This is an optimization exercise on Yosys and OpenROAD, whose aim is small area, not a production implementation. No activity file was given, so power comes from the tool's default toggle rates.

==> job 7351 <==
## top
module top #(
    parameter DATA_WIDTH = 8,
    parameter BUFFER_SIZE = 2,
    parameter KERNEL_SIZE = 9,
    parameter NUM_OF_MUL = 2,
    parameter DATA_OF_SET = 20,
    parameter IN_NUM_OF_SET = 4,
    parameter OUT_NUM_OF_SET = 3
)(
    input  logic          clk,
    input  logic          rst,
    input  logic [639:0]  din,
    input  logic [71:0]   kernel,
    input  logic [1:0]    op,
    output logic [1279:0] dout,
    output logic          dout_valid
);
==> module buffer, before the edit <==
module buffer (
    input  logic             clk,
    input  logic             wen,
    input  logic [639:0]     din,
    output logic [3:0][143:0] dout
);
    always_ff @(posedge clk) begin
        for (int s = 0; s < 4; s++)
            if (wen) dout[s] <= din[s*160 +: 144];
    end
endmodule
==> module hadamard_product_unit, before the edit <==
module hadamard_product_unit (
    input  logic [71:0]  kernel,
    input  logic [143:0] patch,
    output logic [15:0]  dout
);
    logic [71:0] kernel3;
    times3 u_k3 (.k(kernel), .k3(kernel3));
    for (genvar j = 0; j < 2; j++) begin : g_dp
        logic [26:0] d1, d2, d3;
        r4dec u_dec (.p(patch[j*72 +: 72]), .d1(d1), .d2(d2), .d3(d3));
        dot9 u_dp (.k(kernel), .k3(kernel3), .p(patch[j*72 +: 72]),
                   .d1(d1), .d2(d2), .d3(d3), .y(dout[j*8 +: 8]));
    end
endmodule
==> module top, before the edit <==
module top #(
    parameter DATA_WIDTH = 8,
    parameter BUFFER_SIZE = 2,
    parameter KERNEL_SIZE = 9,
    parameter NUM_OF_MUL = 2,
    parameter DATA_OF_SET = 20,
    parameter IN_NUM_OF_SET = 4,
    parameter OUT_NUM_OF_SET = 3
)(
    input  logic          clk,
    input  logic          rst,
    input  logic [639:0]  din,
    input  logic [71:0]   kernel,
    input  logic [1:0]    op,
    output logic [1279:0] dout,
    output logic          dout_valid
);
    localparam logic [1:0] READ  = 2'd1;
    localparam logic [1:0] WRITE = 2'd2;
    logic       rd_reg, wr_reg;    
    logic [5:0] cnt;               
    logic       wen;
    always_ff @(posedge clk or posedge rst) begin
        if (rst) begin
            rd_reg <= 1'b0;
            wr_reg <= 1'b0;
            cnt    <= 6'd0;
        end else begin
            rd_reg <= (op == READ);
            wr_reg <= (op == WRITE);
            if (cnt == 6'd32 || ((op == READ) && rd_reg))
                cnt <= 6'd0;
            else if ((op == READ) && !rd_reg)
                cnt <= cnt + 6'd1;
        end
    end
    assign wen        = (op == READ) && !rd_reg && (cnt == 6'd0);
    assign dout_valid = (op == WRITE) && !wr_reg;
    logic [4:1] ph;
    always_ff @(posedge clk or posedge rst) begin
        if (rst) ph <= '0;
        else     ph <= {ph[3:1], wen};
    end
    logic [3:0][143:0] set_q;
    buffer u_buf (.clk(clk), .wen(wen), .din(din), .dout(set_q));
    logic [71:0] kernel_d;
    always_ff @(posedge clk) kernel_d <= kernel;
    logic [15:0] x_res, y_res;
    hadamard_product_unit u_y (
        .kernel(kernel),
        .patch(ph[3] ? set_q[3] : set_q[0]),
        .dout(y_res)
    );
    hadamard_product_unit u_x (
        .kernel(ph[3] ? kernel_d : kernel),
        .patch(ph[3] ? set_q[2] : set_q[1]),
        .dout(x_res)
    );
    logic [15:0] ry, ry_d, rx, rx_d;
    always_ff @(posedge clk) begin
        ry   <= y_res;
        ry_d <= ry;
        rx   <= x_res;
        rx_d <= rx;
    end
    for_output u_out (
        .clk(clk),
        .rst(rst),
        .op(op),
        .wr_reg(wr_reg),
        .arr3(ph[3]),
        .arr1(ph[4]),
        .lane0(ry_d),
        .lane1(rx_d),
        .lane2(rx),
        .dout(dout)
    );
endmodule
Settings: LEC_CHECK=0, CAP_MARGIN=20, CORE_AREA=10 10 450 450, CTS_BUF_LIST=sky130_fd_sc_hd__clkbuf_4 sky130_fd_sc_hd__clkbuf_8, DIE_AREA=0 0 460 460, PLACE_DENSITY=0.65, SLEW_MARGIN=20, SYNTH_HIERARCHICAL=1; clock period 10.0 ns.
standard.sh (not shown) runs the stock make flow with config.mk's settings and CLKGATE_MAP_FILE= SYNTH_SCRIPT=/design/flow/synth_recipe.tcl, a recipe that flattens the netlist after the stock synthesis.
==> flow/flow/run.sh <==
#!/bin/bash
# The standard layout (standard.sh) with these placement settings changed:
#  - plain buf_1 cells as the port buffers (every port still gets one);
#  - pins may sit one routing track apart, so a smaller die holds them;
#  - clock tree: larger sink clusters, small clock buffers, no dummy loads.
set -o pipefail
export BUFFER_PORTS_ARGS="-buffer_cell sky130_fd_sc_hd__buf_1"
export PLACE_PINS_ARGS="-min_distance 1 -min_distance_in_tracks"
export CTS_ARGS="-sink_clustering_enable -repair_clock_nets -dont_use_dummy_load -buf_list {sky130_fd_sc_hd__clkbuf_4 sky130_fd_sc_hd__clkbuf_8} -sink_clustering_size 16 -sink_clustering_max_diameter 50"
bash standard.sh > standard.log 2>&1
==> job 1856 (differences from job 7351) <==
--- a/flow/design.v
+++ b/flow/design.v
@@ -1,26 +1,37 @@
 module buffer (
     input  logic             clk,
-    input  logic             wen,
+    input  logic             wen,       
+    input  logic             keep3,     
     input  logic [639:0]     din,
-    output logic [3:0][143:0] dout
+    output logic [3:0][143:0] dout,
+    output logic [143:0]     set3_kept
 );
     always_ff @(posedge clk) begin
         for (int s = 0; s < 4; s++)
             if (wen) dout[s] <= din[s*160 +: 144];
+        if (keep3) set3_kept <= dout[3];
     end
 endmodule
 module hadamard_product_unit (
-    input  logic [71:0]  kernel,
-    input  logic [143:0] patch,
-    output logic [15:0]  dout
+    input  logic [71:0] kernel,
+    input  logic [71:0] p0,
+    input  logic [71:0] p1,
+    input  logic [71:0] p2,
+    output logic [7:0]  y0,
+    output logic [7:0]  y1,
+    output logic [7:0]  y2
 );
     logic [71:0] kernel3;
     times3 u_k3 (.k(kernel), .k3(kernel3));
-    for (genvar j = 0; j < 2; j++) begin : g_dp
+    logic [2:0][71:0] p;
+    logic [2:0][7:0]  y;
+    assign p = {p2, p1, p0};
+    assign {y2, y1, y0} = y;
+    for (genvar j = 0; j < 3; j++) begin : g_dp
         logic [26:0] d1, d2, d3;
-        r4dec u_dec (.p(patch[j*72 +: 72]), .d1(d1), .d2(d2), .d3(d3));
-        dot9 u_dp (.k(kernel), .k3(kernel3), .p(patch[j*72 +: 72]),
-                   .d1(d1), .d2(d2), .d3(d3), .y(dout[j*8 +: 8]));
+        r4dec u_dec (.p(p[j]), .d1(d1), .d2(d2), .d3(d3));
+        dot9 u_dp (.k(kernel), .k3(kernel3), .p(p[j]),
+                   .d1(d1), .d2(d2), .d3(d3), .y(y[j]));
     end
 endmodule
 module dot9 (
@@ -643,32 +654,52 @@
     assign wen        = (op == READ) && !rd_reg && (cnt == 6'd0);
     assign dout_valid = (op == WRITE) && !wr_reg;
     logic [4:1] ph;
+    logic       ph2_n, ph4_n;    
     always_ff @(posedge clk or posedge rst) begin
-        if (rst) ph <= '0;
-        else     ph <= {ph[3:1], wen};
+        if (rst) begin
+            ph    <= '0;
+            ph2_n <= 1'b1;
+            ph4_n <= 1'b1;
+        end else begin
+            ph    <= {ph[3:1], wen};
+            ph2_n <= !ph[1];
+            ph4_n <= !ph[3];
+        end
     end
     logic [3:0][143:0] set_q;
-    buffer u_buf (.clk(clk), .wen(wen), .din(din), .dout(set_q));
+    logic [143:0]      set3_q;
+    buffer u_buf (.clk(clk), .wen(wen), .keep3(ph[3]), .din(din), .dout(set_q), .set3_kept(set3_q));
     logic [71:0] kernel_d;
     always_ff @(posedge clk) kernel_d <= kernel;
-    logic [15:0] x_res, y_res;
-    hadamard_product_unit u_y (
-        .kernel(kernel),
-        .patch(ph[3] ? set_q[3] : set_q[0]),
-        .dout(y_res)
+    logic [71:0] k_src;
+    assign k_src = ({72{ph[2]}} & kernel) | ({72{ph2_n}} & kernel_d);
+    logic [71:0] pu0, pu1, pu2;
+    assign pu0 = ({72{ph[2]}} & set_q[0][71:0])   | ({72{ph[3]}} & set_q[1][143:72]) | ({72{ph[4]}} & set3_q[71:0]);
+    assign pu1 = ({72{ph[2]}} & set_q[0][143:72]) | ({72{ph[3]}} & set_q[2][71:0])   | ({72{ph[4]}} & set3_q[143:72]);
+    assign pu2 = ({72{ph[2]}} & set_q[1][71:0])   | ({72{ph2_n}} & set_q[2][143:72]);
+    logic [7:0] u0, u1, u2;
+    hadamard_product_unit u_dp (
+        .kernel(k_src),
+        .p0(pu0),
+        .p1(pu1),
+        .p2(pu2),
+        .y0(u0),
+        .y1(u1),
+        .y2(u2)
     );
-    hadamard_product_unit u_x (
-        .kernel(ph[3] ? kernel_d : kernel),
-        .patch(ph[3] ? set_q[2] : set_q[1]),
-        .dout(x_res)
-    );
-    logic [15:0] ry, ry_d, rx, rx_d;
+    logic [7:0] r0, r1, r2, r0_d, r1_d, r2_d;
     always_ff @(posedge clk) begin
-        ry   <= y_res;
-        ry_d <= ry;
-        rx   <= x_res;
-        rx_d <= rx;
-    end
+        r0   <= u0;
+        r1   <= u1;
+        r2   <= u2;
+        r0_d <= r0;
+        r1_d <= r1;
+        r2_d <= r2;
+    end
+    logic [15:0] lane0, lane1, lane2;
+    assign lane0 = ({16{ph[4]}} & {r1_d, r0_d}) | ({16{ph4_n}} & {r1, r0});
+    assign lane1 = {r0, r2_d};
+    assign lane2 = {r2, r1};
     for_output u_out (
         .clk(clk),
         .rst(rst),
@@ -676,9 +707,9 @@
         .wr_reg(wr_reg),
         .arr3(ph[3]),
         .arr1(ph[4]),
-        .lane0(ry_d),
-        .lane1(rx_d),
-        .lane2(rx),
+        .lane0(lane0),
+        .lane1(lane1),
+        .lane2(lane2),
         .dout(dout)
     );
 endmodule
==> flow/flow/run.sh (replaced) <==
#!/bin/bash
# The standard layout (standard.sh) with these placement settings changed:
#  - plain buf_1 cells as the port buffers (every port still gets one);
#  - pins may sit one routing track apart, so a smaller die holds them;
#  - clock tree: larger sink clusters, small clock buffers, no dummy loads;
#  - one tie cell for the constant outputs (as synthesis leaves it).
set -o pipefail
export BUFFER_PORTS_ARGS="-buffer_cell sky130_fd_sc_hd__buf_1"
export PLACE_PINS_ARGS="-min_distance 1 -min_distance_in_tracks"
export CTS_ARGS="-sink_clustering_enable -repair_clock_nets -dont_use_dummy_load -buf_list {sky130_fd_sc_hd__clkbuf_4 sky130_fd_sc_hd__clkbuf_8} -sink_clustering_size 20 -sink_clustering_max_diameter 45"
export SKIP_REPAIR_TIE_FANOUT=1
bash standard.sh > standard.log 2>&1
CAP_MARGIN = 25   (was 20)
CTS_BUF_LIST = unset   (was sky130_fd_sc_hd__clkbuf_4 sky130_fd_sc_hd__clkbuf_8)
PLACE_DENSITY = 0.55   (was 0.65)
SLEW_MARGIN = 25   (was 20)
==> out/qor_table.md <==
| Step | Metric | Reported |
|:---|:---|:---|
| layout | Area of combinational cells with multiple inputs | 36600 sq um |
| setup path | Cells along the critical path | buf_12 -> buf_4 -> mux2_2 -> and2b_2 -> a222oi_1 -> fa_1 -> fa_1 -> fa_1 -> fa_1 -> fa_1 -> fa_1 -> fa_1 -> fa_1 -> fa_1 -> inv_1 -> ha_1 -> xnor2_1 -> xnor2_1 -> xnor2_1 -> xnor2_1 -> xnor2_1 -> xnor3_1 |
| place | Placement Cell Area | 105000 sq um |
| power | Internal | 14.1 mW |
| drt | Detailed-routing wirelength on met1 | 157000 um |
| sta | Final worst-path setup slack | 0.975 ns |
| outcome | Run status | finished clean |
| floorplan | Starting density of the core | 0.486 |
| layout | Multi-input gate share of the layout cell area | 0.340 |
| drt | Vias post-DR | 71900 |
| power | Combinational gate power | 8.31 mW |
| power | Share of total power in sequential cells | 0.441 |
(the above is from job 7351)
==> out/qor_table.md <==
| Step | Metric | Reported |
|:---|:---|:---|
| layout | Count of multi-input combinational gates | 3477 |
| clocking | Number of H-tree levels | 4 |
| drt | Vias post-DR | 66900 |
| place | Placement Cell Area | 102000 sq um |
| grt | Number of global-route vias before repair | 65200 |
| sta | Minimum clock period after layout | 8.92 ns |
| power | Combinational gate power | 3.36 mW |
| power | Share of total power in sequential cells | 0.549 |
| layout | Multi-input gate share of the layout cell area | 0.272 |
| sta | Final worst-path setup slack | 1.08 ns |
| floorplan | Starting density of the core | 0.472 |
| setup path | Element type at the critical path end | flop |
| outcome | Run status | finished clean |
| setup path | Cells along the critical path | buf_4 -> a22o_1 -> buf_4 -> nand2_1 -> fa_1 -> fa_1 -> fa_1 -> fa_1 -> fa_1 -> fa_1 -> fa_1 -> fa_1 -> fa_1 -> fa_1 -> inv_1 -> ha_1 -> xnor2_1 -> xnor2_1 -> xnor2_1 -> xnor2_1 -> xnor2_1 -> xnor3_1 |
| layout | Area of combinational cells with multiple inputs | 28600 sq um |
| drt | Detailed-routing wirelength on met1 | 141000 um |
(the above is from job 1856)
No run of this note included a check of the RTL's function; only the layout flow was run.

-- afterwards: timing with drivers on the ports --
Ports are ideal in the flow. The routed layouts listed here were re-timed in OpenROAD. Step 1 assumes that a clkbuf_16 drives the clock port and a buf_2 every other input. Step 2 times the ports against the registers' clock, not the clock port: input delays grow and output delays shrink by t, the midpoint of the rising clock arrivals with the driver on. Three values: no drivers, after step 1, after step 2; two values: the first two.
| run | t (ns) | setup WS [ns] | hold slack, ns | worst data-port slew with drivers (ns) |
|---|---|---|---|---|
| job 7351 | 1.059 | 0.975 / 0.975 / 0.201 | 0.251 / 0.251 / 0.251 | 0.20 |
| job 1856 | 1.093 | 1.082 / 1.082 / 0.192 | 0.383 / 0.383 / 0.383 | 0.25 |
After both steps setup and hold are still met in every run listed. For job 1856, which loses most, drivers alone change the setup slack by 0.000 ns; drivers and shift together by -0.890 ns.
